Background: an optimization exercise with open tools, aiming at small area, a short achievable clock period and few clock cycles. Do not read the settings as production practice. Only simulation tests tie the RTL to the original design; equivalence was not proved. Power and IR drop assume default switching activity.

==> flow/design.v <==
module CPU (
    input  wire        clock,
    input  wire        reset,
    output wire [31:0] mem_addr,
    output wire        mem_wr,
    output wire [31:0] mem_wdata,
    input  wire [31:0] mem_rdata
);
    localparam K_NONE = 2'd0, K_FETCH = 2'd1, K_DATA = 2'd2;
    reg [31:0] ba, bwd;
    reg        bw;
    reg [1:0]  k0, k1, k2;      
    wire        fast;           
    wire [31:0] ftgt;
    assign mem_addr  = fast ? ftgt : ba;
    assign mem_wr    = bw;
    assign mem_wdata = bwd;
    wire arr_fetch = (k2 == K_FETCH);
    wire arr_data  = (k2 == K_DATA);
    reg [31:0] fa;              
    reg        fa_inc;
    reg [31:0] ir, bufr;
    reg [31:0] rs_oh, rt_oh;    
    reg        irv, bufv;
    reg [31:0] pc;              
    localparam S_RUN  = 4'd0, S_MEM = 4'd1, S_ADDM = 4'd2, S_DM1 = 4'd3,
               S_DM2  = 4'd4, S_DM3 = 4'd5, S_MD   = 4'd6, S_TRAP = 4'd7,
               S_TRAPQ = 4'd8, S_DM4 = 4'd9;
    reg [3:0]  est;
    reg [1:0]  tv;              
    reg [33:0] d3;              
    reg        dload;           
    reg        fwd_s, fwd_t;    
    reg [4:0]  cnt;
    reg        is_div, fix, sq, sr, prev;
    reg        ldp, ldp1;       
    reg [4:0]  ld_rt, ld_rt1;
    reg [1:0]  ld_k, ld_k1;     
    reg [31:0] hi, lo, md, epc;
    reg [1:0]  hx;              
    wire [5:0]  op  = ir[31:26];
    wire [4:0]  rs  = ir[25:21];
    wire [4:0]  rt  = ir[20:16];
    wire [4:0]  rd  = ir[15:11];
    wire [4:0]  sha = ir[10:6];
    wire [5:0]  fn  = ir[5:0];
    wire [15:0] imm = ir[15:0];
    wire [31:0] simm = {{16{imm[15]}}, imm};
    localparam ND = 42;
    function [ND-1:0] dec(input [31:0] x);
        reg R, sll, srl, sra, sllv, divm, srav, jr, brk, mfhi, mflo, rte, mult, div, add, sub, an, slt;
        reg addm, j, jal, beq, bne, ble, bgt, addi, addiu, slti, lui, lb, lh, lw, sb, sh, sw;
        reg shift, branch, load, rmw, undef, ujmp, opbrt, dosub, vfn, vop;
        begin
            R = (x[31:26] == 6'h00);
            sll = R & (x[5:0] == 6'h00);
            srl = R & (x[5:0] == 6'h02);
            sra = R & (x[5:0] == 6'h03);
            sllv = R & (x[5:0] == 6'h04);
            divm = R & (x[5:0] == 6'h05);
            srav = R & (x[5:0] == 6'h07);
            jr = R & (x[5:0] == 6'h08);
            brk = R & (x[5:0] == 6'h0d);
            mfhi = R & (x[5:0] == 6'h10);
            mflo = R & (x[5:0] == 6'h12);
            rte = R & (x[5:0] == 6'h13);
            mult = R & (x[5:0] == 6'h18);
            div = R & (x[5:0] == 6'h1a);
            add = R & (x[5:0] == 6'h20);
            sub = R & (x[5:0] == 6'h22);
            an = R & (x[5:0] == 6'h24);
            slt = R & (x[5:0] == 6'h2a);
            addm = (x[31:26] == 6'h01);
            j = (x[31:26] == 6'h02);
            jal = (x[31:26] == 6'h03);
            beq = (x[31:26] == 6'h04);
            bne = (x[31:26] == 6'h05);
            ble = (x[31:26] == 6'h06);
            bgt = (x[31:26] == 6'h07);
            addi = (x[31:26] == 6'h08);
            addiu = (x[31:26] == 6'h09);
            slti = (x[31:26] == 6'h0a);
            lui = (x[31:26] == 6'h0f);
            lb = (x[31:26] == 6'h20);
            lh = (x[31:26] == 6'h21);
            lw = (x[31:26] == 6'h23);
            sb = (x[31:26] == 6'h28);
            sh = (x[31:26] == 6'h29);
            sw = (x[31:26] == 6'h2b);
            shift  = sll | srl | sra | sllv | srav;
            branch = beq | bne | ble | bgt;
            load   = lb | lh | lw;
            rmw    = sb | sh;
            case (x[5:0])
                6'h00, 6'h02, 6'h03, 6'h04, 6'h05, 6'h07, 6'h08, 6'h0d, 6'h10,
                6'h12, 6'h13, 6'h18, 6'h1a, 6'h20, 6'h22, 6'h24, 6'h2a: vfn = 1'b1;
                default: vfn = 1'b0;
            endcase
            case (x[31:26])
                6'h01, 6'h02, 6'h03, 6'h04, 6'h05, 6'h06, 6'h07, 6'h08, 6'h09,
                6'h0a, 6'h0f, 6'h20, 6'h21, 6'h23, 6'h28, 6'h29, 6'h2b: vop = 1'b1;
                default: vop = 1'b0;
            endcase
            undef  = ~((R & vfn) | vop);
            ujmp   = j | jal | jr | rte | brk;
            opbrt  = R | branch;
            dosub  = sub | slt | slti | branch;
            dec = {dosub, opbrt, ujmp, undef, rmw, load, branch, shift, sw, sh, sb, lw, lh, lb, lui, slti, addiu, addi, bgt, ble, bne, beq, jal, j, addm, slt, an, sub, add, div, mult, rte, mflo, mfhi, brk, jr, srav, divm, sllv, sra, srl, sll};
        end
    endfunction
    reg [ND-1:0] ic;
    wire isR = (op == 6'h00);
    wire i_sll = ic[0];
    wire i_srl = ic[1];
    wire i_sra = ic[2];
    wire i_sllv = ic[3];
    wire i_divm = ic[4];
    wire i_srav = ic[5];
    wire i_jr = ic[6];
    wire i_brk = ic[7];
    wire i_mfhi = ic[8];
    wire i_mflo = ic[9];
    wire i_rte = ic[10];
    wire i_mult = ic[11];
    wire i_div = ic[12];
    wire i_add = ic[13];
    wire i_sub = ic[14];
    wire i_an = ic[15];
    wire i_slt = ic[16];
    wire i_addm = ic[17];
    wire i_j = ic[18];
    wire i_jal = ic[19];
    wire i_beq = ic[20];
    wire i_bne = ic[21];
    wire i_ble = ic[22];
    wire i_bgt = ic[23];
    wire i_addi = ic[24];
    wire i_addiu = ic[25];
    wire i_slti = ic[26];
    wire i_lui = ic[27];
    wire i_lb = ic[28];
    wire i_lh = ic[29];
    wire i_lw = ic[30];
    wire i_sb = ic[31];
    wire i_sh = ic[32];
    wire i_sw = ic[33];
    wire i_shift = ic[34];
    wire i_branch = ic[35];
    wire i_load = ic[36];
    wire i_rmw = ic[37];
    wire i_undef = ic[38];
    wire i_ujmp = ic[39];
    wire i_opbrt = ic[40];
    wire i_dosub = ic[41];
    wire [31:0] rf [0:31];
    reg         wen;
    reg  [4:0]  wa;
    reg  [31:0] wd;
    reg         wb_v;
    reg  [4:0]  wb_a;
    reg  [31:0] wb_d;
    genvar gi;
    generate
        for (gi = 0; gi < 32; gi = gi + 1) begin : g_rf
            reg [31:0] q;
            wire we_i = reset | (wb_v & (wb_a == gi));
            wire [31:0] d_i = reset ? ((gi == 29) ? 32'd227 : 32'd0) : wb_d;
            always @(posedge clock)
                if (we_i) q <= d_i;
            assign rf[gi] = q;
        end
    endgenerate
    reg [31:0] rsf, rtf;
    integer ri;
    always @(*) begin
        rsf = 32'd0; rtf = 32'd0;
        for (ri = 0; ri < 32; ri = ri + 1) begin
            rsf = rsf | ({32{rs_oh[ri]}} & rf[ri]);
            rtf = rtf | ({32{rt_oh[ri]}} & rf[ri]);
        end
    end
    wire [31:0] rsv = fwd_s ? wb_d : rsf;
    wire [31:0] rtv = fwd_t ? wb_d : rtf;
    function [35:0] ksadd(input [34:0] a, input [34:0] b, input ci);
        reg [34:0] g, p, gg, pp, gn, pn;
        integer i, d;
        begin
            g = a & b; p = a ^ b;
            gg = g; gg[0] = g[0] | (p[0] & ci); pp = p;
            for (d = 1; d < 35; d = d * 2) begin
                gn = gg; pn = pp;
                for (i = d; i < 35; i = i + 1) begin
                    gn[i] = gg[i] | (pp[i] & gg[i - d]);
                    pn[i] = pp[i] & pp[i - d];
                end
                gg = gn; pp = pn;
            end
            ksadd = {gg[34], p ^ {gg[33:0], ci}};
        end
    endfunction
    reg         in_addm;        
    wire [31:0] opa  = in_addm ? md : rsv;
    wire [31:0] opb  = (i_opbrt | in_addm) ? rtv : simm;
    wire        dosub = i_dosub;
    wire [31:0] bb   = dosub ? ~opb : opb;
    wire [35:0] sum_k = ksadd({3'b0, opa}, {3'b0, bb}, dosub);
    wire [31:0] sum  = sum_k[31:0];
    wire        ovf  = (opa[31] == bb[31]) & (sum[31] != opa[31]);
    wire        lt   = (opa[31] ^ opb[31]) ? opa[31] : sum[31];
    wire        eq   = (rsv == rtv);
    function slt32(input [31:0] a, input [31:0] b);
        reg [31:0] g, e, gn, en;
        integer i, w;
        begin
            g = ~a & b; e = ~(a ^ b);
            g[31] = a[31] & ~b[31]; e[31] = ~(a[31] ^ b[31]);
            for (w = 1; w < 32; w = w * 2) begin
                gn = g; en = e;
                for (i = 0; i + w < 32; i = i + 2 * w) begin
                    gn[i] = g[i + w] | (e[i + w] & g[i]);
                    en[i] = e[i + w] & e[i];
                end
                g = gn; e = en;
            end
            slt32 = g[0];
        end
    endfunction
    wire        blt  = slt32(rsv, rtv);
    function [31:0] rev32(input [31:0] x);
        integer k;
        begin
            for (k = 0; k < 32; k = k + 1) rev32[k] = x[31 - k];
        end
    endfunction
    wire        sh_var  = i_sllv | i_srav;
    wire        sh_left = i_sll | i_sllv;
    wire        sh_ar   = i_sra | i_srav;
    wire [31:0] sh_in   = sh_var ? rsv : rtv;
    wire [4:0]  sh_amt  = sh_var ? rtv[4:0] : sha;
    wire [31:0] sh_x    = sh_left ? rev32(sh_in) : sh_in;
    wire [32:0] sh_y    = $signed({sh_ar & sh_x[31], sh_x}) >>> sh_amt;
    wire [31:0] shres   = sh_left ? rev32(sh_y[31:0]) : sh_y[31:0];
    wire [31:0] pc4  = pc + 32'd4;
    wire [3:0]  jhi  = pc[31:28] + {3'd0, &pc[27:2]};    
    wire [31:0] pc8  = pc + 32'd8;
    wire [31:0] btgt = pc4 + {simm[29:0], 2'b00};
    wire        taken = (i_beq & eq) | (i_bne & ~eq) | (i_ble & (blt | eq)) |
                        (i_bgt & ~(blt | eq));
    wire [31:0] ldata = ld_k[1] ? {24'd0, mem_rdata[7:0]} :
                        ld_k[0] ? {16'd0, mem_rdata[15:0]} : mem_rdata;
    wire        ld_arr = arr_data & ldp;
    wire        ld_hz  = (ldp & ((rs == ld_rt) | (rt == ld_rt) | (isR & (rd == ld_rt)) |
                                 (i_jal & (ld_rt == 5'd31)))) |
                         (ldp1 & ((rs == ld_rt1) | (rt == ld_rt1) | (isR & (rd == ld_rt1)) |
                                  i_load | (i_jal & (ld_rt1 == 5'd31))));
    wire        egate  = irv & ~ld_arr & ~ld_hz;
    wire [11:0] smc_k   = simm[11:0] - pc4[11:0];
    wire [11:0] smc_d   = rsv[11:0] + smc_k;
    wire        smc_hit = (smc_d < 12'd16) | (smc_d > 12'd4092);
    wire [2:0]  bd = {lo[1:0], prev};
    wire [33:0] mde = {{2{md[31]}}, md};
    reg  [33:0] badd;
    always @(*) begin
        case (bd)
            3'b001, 3'b010: badd = mde;
            3'b011:         badd = mde << 1;
            3'b100:         badd = ~(mde << 1);
            3'b101, 3'b110: badd = ~mde;
            default:        badd = 34'd0;
        endcase
    end
    wire        bneg = bd[2] & ~(bd[1] & bd[0]);
    wire [33:0] macc = {hx, hi} + badd + {33'd0, bneg};
    wire        m_skip = (cnt <= 5'd12) & (prev ? (lo[7:0] == 8'hff) : (lo[7:0] == 8'h00));
    wire        hi_z   = (hi == 32'd0);
    wire        d_sk16 = hi_z & (lo[31:16] == 16'd0) & (cnt <= 5'd8);
    wire        d_sk8  = hi_z & (lo[31:24] == 8'd0) & (cnt <= 5'd12);
    wire [4:0]  cnt_n  = cnt + (is_div ? (d_sk16 ? 5'd8 : d_sk8 ? 5'd4 : 5'd1)
                                       : (m_skip ? 5'd4 : 5'd1));
    wire [33:0] t4  = {hi, lo[31:30]};
    wire [35:0] s1k = ksadd({1'b0, t4}, ~{3'b0, md}, 1'b1);
    wire [35:0] s2k = ksadd({1'b0, t4}, ~{2'b0, md, 1'b0}, 1'b1);
    wire [35:0] s3k = ksadd({1'b0, t4}, ~{1'b0, d3}, 1'b1);
    wire        ge1 = ~s1k[34], ge2 = ~s2k[34], ge3 = ~s3k[34];
    wire [1:0]  qd  = ge3 ? 2'd3 : ge2 ? 2'd2 : ge1 ? 2'd1 : 2'd0;
    wire [31:0] r4  = ge3 ? s3k[31:0] : ge2 ? s2k[31:0] : ge1 ? s1k[31:0] : t4[31:0];
    wire        m_done = ~is_div & (m_skip ? (cnt == 5'd12) : (cnt == 5'd15));
    wire [31:0] dv_a = (est == S_DM4) ? md : rsv;
    wire [31:0] dv_b = (est == S_DM4) ? d3[31:0] : rtv;
    wire [31:0] abs_a = dv_a[31] ? (~dv_a + 32'd1) : dv_a;
    wire [31:0] abs_b = dv_b[31] ? (~dv_b + 32'd1) : dv_b;
    wire        md_zero = (md == 32'd0);
    reg         adv;
    always @(*) begin
        adv = 1'b0;
        if (egate) begin
            case (est)
            S_RUN:  adv = ~(i_rmw | i_addm | i_divm | i_mult | i_div);
            S_MEM:  adv = arr_data & ~i_addm;
            S_ADDM: adv = 1'b1;
            S_MD:   adv = fix | m_done;
            default: adv = 1'b0;
            endcase
        end
    end
    reg         redir;          
    reg  [31:0] rtgt;
    reg         ereq;           
    reg         ereq_wr;
    reg  [31:0] ereq_a, ereq_d;
    reg  [3:0]  est_n;
    reg         trap;
    reg  [31:0] tvec;
    reg         md_start, dv_start, md_step, md_fix, md_cap, md_cap2;
    always @(*) begin
        redir = 1'b0; rtgt = pc4;
        ereq = 1'b0; ereq_wr = 1'b0; ereq_a = sum; ereq_d = rtv;
        est_n = est; trap = 1'b0; tvec = 32'd253;
        wen = 1'b0; wa = isR ? rd : rt; wd = sum;
        md_start = 1'b0; dv_start = 1'b0; md_step = 1'b0; md_fix = 1'b0;
        md_cap = 1'b0; md_cap2 = 1'b0;
        if (egate) begin
            case (est)
            S_RUN: begin
                if (i_undef) begin
                    trap = 1'b1; tvec = 32'd253;
                end else if (i_add | i_sub | i_addi) begin
                    if (ovf) begin trap = 1'b1; tvec = 32'd254; end
                    else wen = 1'b1;
                end else if (i_addiu) begin
                    wen = 1'b1;
                end else if (i_an) begin
                    wd = rsv & rtv; wen = 1'b1;
                end else if (i_slt | i_slti) begin
                    wd = {31'd0, lt}; wen = 1'b1;
                end else if (i_shift) begin
                    wd = shres; wen = 1'b1;
                end else if (i_lui) begin
                    wd = {imm, 16'd0}; wen = 1'b1;
                end else if (i_mfhi) begin
                    wd = hi; wen = 1'b1;
                end else if (i_mflo) begin
                    wd = lo; wen = 1'b1;
                end else if (i_j) begin
                    redir = 1'b1; rtgt = {jhi, ir[25:0], 2'b00};
                end else if (i_jal) begin
                    redir = 1'b1; rtgt = {jhi, ir[25:0], 2'b00};
                    wd = pc4; wa = 5'd31; wen = 1'b1;
                end else if (i_jr) begin
                    redir = 1'b1; rtgt = rsv;
                end else if (i_rte) begin
                    redir = 1'b1; rtgt = epc;
                end else if (i_brk) begin
                    redir = 1'b1; rtgt = pc;
                end else if (i_branch) begin
                    if (taken) begin redir = 1'b1; rtgt = btgt; end
                end else if (i_sw) begin
                    ereq = 1'b1; ereq_wr = 1'b1; ereq_a = sum; ereq_d = rtv;
                    if (smc_hit) redir = 1'b1;
                end else if (i_load) begin
                    ereq = 1'b1; ereq_a = sum;
                end else if (i_rmw | i_addm) begin
                    ereq = 1'b1; ereq_a = sum; est_n = S_MEM;
                end else if (i_divm) begin
                    ereq = 1'b1; ereq_a = rsv; est_n = S_DM1;
                end else if (i_mult) begin
                    md_start = 1'b1; est_n = S_MD;
                end else if (i_div) begin
                    dv_start = 1'b1; est_n = S_MD;
                end
            end
            S_MEM: begin
                if (arr_data) begin
                    if (i_addm) begin
                        md_cap = 1'b1; est_n = S_ADDM;
                    end else begin
                        ereq = 1'b1; ereq_wr = 1'b1; ereq_a = sum;
                        ereq_d = i_sb ? {mem_rdata[31:8], rtv[7:0]}
                                      : {mem_rdata[31:16], rtv[15:0]};
                        if (smc_hit) redir = 1'b1;
                        est_n = S_RUN;
                    end
                end
            end
            S_ADDM: begin
                if (ovf) begin trap = 1'b1; tvec = 32'd254; end
                else begin wa = rt; wen = 1'b1; est_n = S_RUN; end
            end
            S_DM1: begin
                ereq = 1'b1; ereq_a = rtv; est_n = S_DM2;
            end
            S_DM2: begin
                if (arr_data) begin md_cap = 1'b1; est_n = S_DM3; end
            end
            S_DM3: begin
                if (arr_data) begin md_cap2 = 1'b1; est_n = S_DM4; end
            end
            S_DM4: begin
                dv_start = 1'b1; est_n = S_MD;
            end
            S_MD: begin
                if (is_div & dload & md_zero) begin
                    trap = 1'b1; tvec = 32'd255;
                end else if (fix) begin
                    md_fix = 1'b1; est_n = S_RUN;
                end else begin
                    md_step = 1'b1;
                    if (m_done) est_n = S_RUN;
                end
            end
            default: ;
            endcase
        end
        if (trap) begin
            est_n = S_TRAPQ;
            wen = 1'b0;
        end
        if (est == S_TRAPQ) begin
            ereq = 1'b1; ereq_a = {24'd0, 6'h3f, tv}; est_n = S_TRAP;
        end
        if (est == S_TRAP && arr_data && !ldp) begin
            redir = 1'b1; rtgt = {24'd0, mem_rdata[7:0]}; est_n = S_RUN;
        end
    end
    assign fast = irv & ~ldp & ~ldp1 & (est == S_RUN) & i_ujmp & (k0 == K_FETCH);
    assign ftgt = (i_j | i_jal) ? {jhi, ir[25:0], 2'b00} :
                  i_jr ? rsv : i_rte ? epc : pc;
    wire [31:0] ftgt4 = ftgt + 32'd4;
    wire        drop     = arr_fetch & irv & bufv & ~adv;
    wire        accept   = arr_fetch & ~redir & ~drop;
    wire        flushf   = redir | drop;         
    wire [31:0] fseq     = fa_inc ? fa + 32'd4 : fa;
    wire [31:0] fnext    = fast ? ftgt4 : redir ? rtgt : (drop ? pc8 : fseq);
    function [31:0] oh5(input [4:0] x);
        begin
            oh5 = 32'd1 << x;
        end
    endfunction
    wire        ld_ir  = adv | ~irv;
    wire [31:0] ir_src = bufv ? bufr : mem_rdata;
    always @(posedge clock) begin
        if (reset) begin
            ba <= 32'd0; bw <= 1'b0; bwd <= 32'd0;
            k0 <= K_FETCH; k1 <= K_NONE; k2 <= K_NONE;
            fa <= 32'd0; fa_inc <= 1'b1;
            irv <= 1'b0; bufv <= 1'b0; pc <= 32'd0;
            est <= S_RUN; cnt <= 5'd0; ldp <= 1'b0; ldp1 <= 1'b0; wb_v <= 1'b0; dload <= 1'b0;
            in_addm <= 1'b0;
            fwd_s <= 1'b0; fwd_t <= 1'b0;
            is_div <= 1'b0; fix <= 1'b0; sq <= 1'b0; sr <= 1'b0; prev <= 1'b0;
            hi <= 32'd0; lo <= 32'd0; hx <= 2'd0; md <= 32'd0; epc <= 32'd0;
        end else begin
            k2 <= (flushf && k1 == K_FETCH) ? K_NONE : k1;
            k1 <= (flushf && !fast && k0 == K_FETCH) ? K_NONE : k0;
            if (ereq) begin
                ba <= ereq_a; bw <= ereq_wr; bwd <= ereq_d;
                k0 <= ereq_wr ? K_NONE : K_DATA;
                fa <= fnext; fa_inc <= 1'b0;
            end else begin
                ba <= fnext; bw <= 1'b0;
                k0 <= K_FETCH;
                fa <= fnext; fa_inc <= 1'b1;
            end
            if (ld_ir & (bufv | arr_fetch)) begin
                ir <= ir_src;
                ic <= dec(ir_src);
                rs_oh <= oh5(ir_src[25:21]);
                rt_oh <= oh5(ir_src[20:16]);
            end
            if (arr_fetch & (ld_ir ? bufv : ~bufv))
                bufr <= mem_rdata;
            if (redir) begin
                irv <= 1'b0; bufv <= 1'b0; pc <= rtgt;
            end else begin
                if (adv) pc <= pc4;
                if (ld_ir) begin
                    if (bufv) begin
                        if (!accept) bufv <= 1'b0;
                    end else begin
                        irv <= accept;
                    end
                end else if (accept) begin
                    bufv <= 1'b1;
                end
            end
            est <= est_n;
            in_addm <= (est_n == S_ADDM);
            wb_v <= wen | ld_arr;
            wb_a <= ld_arr ? ld_rt : wa;
            wb_d <= ld_arr ? ldata : wd;
            if (trap) begin epc <= pc; tv <= tvec[1:0]; end
            fwd_s <= (ld_arr | wen) & ((ld_arr ? ld_rt : wa) == ((ld_ir & (bufv | arr_fetch)) ? ir_src[25:21] : rs));
            fwd_t <= (ld_arr | wen) & ((ld_arr ? ld_rt : wa) == ((ld_ir & (bufv | arr_fetch)) ? ir_src[20:16] : rt));
            if (md_cap2) d3 <= {2'b0, mem_rdata};
            else if (dv_start) d3 <= {2'b0, abs_a};
            else if (md_step) d3 <= {1'b0, md, 1'b0} + {2'b0, md};
            if (ld_arr) begin
                ldp <= ldp1; ld_rt <= ld_rt1; ld_k <= ld_k1; ldp1 <= 1'b0;
            end else if (egate && est == S_RUN && i_load) begin
                if (ldp) begin
                    ldp1 <= 1'b1; ld_rt1 <= rt; ld_k1 <= {i_lb, i_lh};
                end else begin
                    ldp <= 1'b1; ld_rt <= rt; ld_k <= {i_lb, i_lh};
                end
            end
            if (md_cap) md <= mem_rdata;
            if (md_start) begin
                hi <= 32'd0; hx <= 2'd0; lo <= rtv; md <= rsv; prev <= 1'b0;
                cnt <= 5'd0; is_div <= 1'b0; fix <= 1'b0;
            end
            if (dv_start) begin
                md <= abs_b;
                sq <= dv_a[31] ^ dv_b[31]; sr <= dv_a[31];
                cnt <= 5'd0; is_div <= 1'b1; fix <= 1'b0; dload <= 1'b1;
            end
            if (md_step) begin
                if (is_div & dload) begin
                    hi <= 32'd0; lo <= d3[31:0]; dload <= 1'b0;
                end else if (is_div) begin
                    cnt <= cnt_n;
                    if (d_sk16) lo <= {lo[15:0], 16'd0};
                    else if (d_sk8) lo <= {lo[23:0], 8'd0};
                    else begin hi <= r4; lo <= {lo[29:0], qd}; end
                    if (cnt_n == 5'd16) fix <= 1'b1;
                end else begin
                    cnt <= cnt_n;
                    if (m_skip) begin
                        {hx, hi} <= {{8{hx[1]}}, hx, hi[31:8]};
                        lo <= {hi[7:0], lo[31:8]};
                        prev <= lo[7];
                    end else begin
                        {hx, hi} <= {macc[33], macc[33], macc[33:2]};
                        lo <= {macc[1:0], lo[31:2]};
                        prev <= lo[1];
                    end
                end
            end
            if (md_fix) begin
                fix <= 1'b0;
                if (sr) hi <= ~hi + 32'd1;
                if (sq) lo <= ~lo + 32'd1;
            end
        end
    end
endmodule
==> flow/run.sh <==
#!/bin/bash
# synth_recipe.tcl (not shown) runs the flow's synth.tcl, then flattens the netlist and writes it again
# the make line also repeats each setting of config.mk as NAME=value (left out here)
make -C /OpenROAD-flow-scripts/flow DESIGN_CONFIG=/design/flow/config.mk WORK_HOME=/design/flow/orfs CLKGATE_MAP_FILE= SYNTH_SCRIPT=/design/flow/synth_recipe.tcl finish
==> flow/config.mk <==
export PLATFORM = sky130hd
export DESIGN_NAME = CPU
export DESIGN_NICKNAME = CPU
export VERILOG_FILES = /design/flow/design.v
export SDC_FILE = /design/flow/constraint.sdc
export NUM_CORES = 4
export LEC_CHECK = 0
export CAP_MARGIN = 20
export CORE_MARGIN = 2
export CORE_UTILIZATION = 30
export SLEW_MARGIN = 20
==> flow/constraint.sdc <==
create_clock -name core_clock -period 17.0 [get_ports {clock}]
set_input_delay 3.4000 -clock core_clock [delete_from_list [all_inputs] [get_ports {clock}]]
set_output_delay 3.4000 -clock core_clock [all_outputs]
set_load 0.01 [all_outputs]
==> flow_metrics.env <==
export IMPL_status="timing/DRC/antenna clean"
export IMPL_required_ns=13.60
export IMPL_regMostFlops="g_rf.q"
export IMPL_drcViolationCount=0
export IMPL_avgSynthCellArea_um2=9.64
export IMPL_insertion_delay_ns=0.93
export IMPL_synth_cells=10100
export IMPL_vias_per_cell=6.63
export IMPL_dieHeight_um=574
export IMPL_stdcell_count=14600
export IMPL_numPortBuffers=98
export IMPL_core_um2=324000
export IMPL_synth_cell_types=99
export IMPL_power_leakage_nw=41.7
export IMPL_crit_path_max_fanout=18
export IMPL_p_clk_share_pct=39.7
export IMPL_crit_path_start_kind="flop"
export IMPL_wl_per_cell_um=37.7
export IMPL_hpwl_mm=370
export IMPL_holdPathEnd="k1[0]"
export IMPL_post_cts_buffers=0
export IMPL_dpl_cell_area_um2=105000
export IMPL_whs_path_depth=2
export IMPL_skew_ns=0.107
export IMPL_ant_nets=0
export IMPL_p_total_mw=10.5
export IMPL_setup_tns_ns=0
export IMPL_clock_root_buffer="clkbuf_16"
export IMPL_place_inst=14200
export IMPL_nNetsFinal=10500
export IMPL_min_from="k0[0]"
export IMPL_swShare_pct=29.6
export IMPL_synthArstFlopShare_pct=0
export IMPL_synth_simple_area_share_pct=13.9
export IMPL_layout_setup_ws_ns=7.64
export IMPL_ctsResizeCount=0
export IMPL_critical_path_class="flop to output port"
export IMPL_hold_viol=0
export IMPL_detail_route_first_pass_iterations=14
export IMPL_drv_slew=0
export IMPL_h_tree_depth=4
export IMPL_ys_ff_latch=1567
export IMPL_utilization_pct=34.3
export IMPL_grt_use_met3_pct=12.7
export IMPL_die_width_um=574
export IMPL_gr_usage_met1_pct=40.0
export IMPL_place_ws_ns=8.93
export IMPL_synth_compound_area_share_pct=23.1
export IMPL_worst_pin_slew_ns=1.34
export IMPL_timing_rr_end="ba[12]"
export IMPL_layout_drive_gt1_share_pct=9.67
export IMPL_ys_seq_area_share_pct=45.3
export IMPL_relSlewSlack_pct=10.4
export IMPL_r2r_start="rs_oh[25]"
export IMPL_grt_max_degree=83
export IMPL_initial_core_util_pct=30.1
export IMPL_fin_crit_ns=9.36
export IMPL_synthXorXnorAreaFrac_pct=4.35
export IMPL_cts_sinks=1567
export IMPL_synth_warnings=1
export IMPL_synth_net_count=10500
export IMPL_powerDensity_nw_per_um2=94.3
export IMPL_synthAdderAreaFrac_pct=4.62
export IMPL_regArea_um2=44200
export IMPL_setup_viol=0
export IMPL_post_route_period_util_pct=55.1
export IMPL_gp_congestion=1.06
export IMPL_ys_flop_type="edfxtp_1"
export IMPL_dieArea_um2=329000
export IMPL_wirelength_mm=549
export IMPL_cts_made_buffers=179
export IMPL_top_level_ports=99
export IMPL_syn_area_um2=97500
export IMPL_peakVddDrop_uv=93.9
export IMPL_holdBufCountCts=0
export IMPL_muxShareOfSynthArea_pct=4.48
export IMPL_tritoncts="yes"
export IMPL_antenna_found_initial=33
export IMPL_reg2reg_slack_ns=8.37
export IMPL_cap_violations=0
export IMPL_switchingPower_mw=3.10
export IMPL_multi_input_area_um2=50000
export IMPL_synth_top_family_by_area="compound AO/OA/AOI/OAI gates"
export IMPL_grtUsageTotal_pct=31.8
export IMPL_vias=96700
export IMPL_drtIter0Drc=20100
export IMPL_gr_total_overflow=0
export IMPL_largest_reg_flops=1024
export IMPL_clk_path_buf_depth=4
export IMPL_max_freq_mhz=107
export IMPL_busiest_layer="met2"
export IMPL_rsz0062_at_grt="false"
export IMPL_reg2reg_depth=20
export IMPL_clkTransAtPathRegs_ns=0.06
export IMPL_end_kind="output port"
export IMPL_grt_pass1_vias=88000
export IMPL_syn_to_final_growth_pct=14.1
export IMPL_design_area_um2=111000
export IMPL_grt_pass1_wl_mm=738
export IMPL_hold_class="flop to flop"
export IMPL_fillCellCount=33100
export IMPL_synth_edff_count=1278
export IMPL_p_int_mw=7.39
export IMPL_arrival_ns=5.96
export IMPL_largestRegisters="g_rf.q x1024, ic x39, d3 x34"
export IMPL_rows=209
export IMPL_pwr_share_seq_pct=46.1
export IMPL_whs_ns=0.437
export IMPL_met2_usage_pct=43.3
export IMPL_p_comb_share_pct=14.3
-- per-layer routing --
layer,vias up,wire length [um]
li1,38700,-
met1,46300,197000
met2,9182,213000
met3,2516,86700
met4,34,52300
met5,-,284
-- how the worst max path moves through the flow --
stage	start	to	cells after the start
after floorplan	reset	ic[0]	4
after global placement	rs_oh[25]	mem_addr[20]	11
after detailed placement	rs_oh[25]	mem_addr[20]	11
after CTS	rs_oh[25]	mem_addr[20]	11
after global routing	rs_oh[25]	mem_addr[20]	11
final	rs_oh[25]	mem_addr[24]	11
-- worst max-delay path: stages (launching register included) --
cell	delay, ns
edfxtp_1	1.25
buf_4	0.58
a22oi_1	0.17
nand4_1	0.13
nor3_1	0.07
a32oi_2	0.51
buf_4	0.32
o21ai_0	0.23
nor2_1	0.17
a21oi_1	0.12
o21ai_0	0.75
clkdlybuf4s50_1	0.68
-- placed cells by master, fill, tap and decap left out, drive strengths merged, types with 40 or more instances in the layout --
cell type      instances
o21ai                489
a21oi                710
or3                   58
and3                  66
a22oi                929
clkinv                63
mux2i                314
and2                  42
a32oi                 42
a221oi                70
clkbuf               213
xor2                 188
o22ai                 72
nand2                996
buf                  441
clkdlybuf4s50         97
o21bai                41
ha                   331
o21a                  45
o31ai                 40
nand3                245
nor4                  75
nor2                 854
inv                  318
a21o                  92
nand4                208
nor3                 203
a211oi               123
xnor2                296
a31oi                 92
nor2b                 56
a222oi                69
edfxtp              1278
o211ai               119
nand2b                49
dfxtp                289
-- synthesized netlist by cell type (92+ instances only) --
cell type  number  share of area (%)
dfxtp_1       289                5.9
o21ai_0       479                2.5
buf_2         114               0.59
xnor2_1       296                2.7
inv_1         308                1.2
nor2_1        853                3.3
nand3_1       245                1.3
a21oi_1       710                3.6
a22oi_1       929                7.2
a31oi_1        92               0.59
mux2i_1       314                3.2
o211ai_1      119               0.92
a21o_1         92               0.71
edfxtp_1     1278                 39
nand4_1       208                1.3
ha_1          331                4.2
nor3_1        202                1.0
clkbuf_1      541                2.1
nand2_1       995                3.8
xor2_1        188                1.7
a211oi_1      122               0.94
-- layout make-up --
class | count | area share [%]
clock inverters | 104 | 1.21
repair buffers | 539 | 3.89
clock buffers | 212 | 4.23
multi-input cells | 7493 | 45.0
diodes | 28 | 0.0630
inverters | 311 | 1.05
well taps | 4325 | 4.87
flip-flops and latches | 1567 | 39.7
-- kinds of logic after synthesis --
kind of cell    after synthesis
simple gates               2965
flops                      1567
compound gates             3308
xor+xnor                    484
buf+inv                    1046
mux                         387
fa+ha+maj                   349
-- power by group through the flow --
stage / Clock, mW / Sequential [mW] / Combinational [mW]
4_1_cts: 4.16 / 4.80 / 1.39
2_1_floorplan: 0 / 4.73 / 0.750
6_report: 4.16 / 4.83 / 1.50
3_3_place_gp: 0 / 4.90 / 1.40
3_5_place_dp: 0 / 4.88 / 1.39
5_1_grt: 4.29 / 4.83 / 1.51
Testbench counts, summed over its fixed seeds: cycles 34,861.

[separate check: timing with driven ports]
How much do the figures lean on ideal ports? The routed layout below was timed once more, with nothing changed but the port constraints. Step 1 (the two cells are an assumption about what drives the block):
set clk [get_ports {clock}]
set_driving_cell -lib_cell sky130_fd_sc_hd__clkbuf_16 $clk
set_driving_cell -lib_cell sky130_fd_sc_hd__buf_2 [delete_from_list [all_inputs] $clk]
Step 2 also shifts input and output timing later by t, the mid clock arrival at the registers, as if the neighbouring blocks saw the same clock. a / b / c = no drivers / after step 1 / after step 2; a / b = the first two.
shift t [ns]: 0.996
setup slack, ns: 7.638 / 7.523 / 8.367
clock arrival spread, ns: 0.107 / 0.107
After both steps setup and hold are still met in this run. For this run, drivers alone change the setup slack by -0.115 ns; drivers and shift together by +0.729 ns.
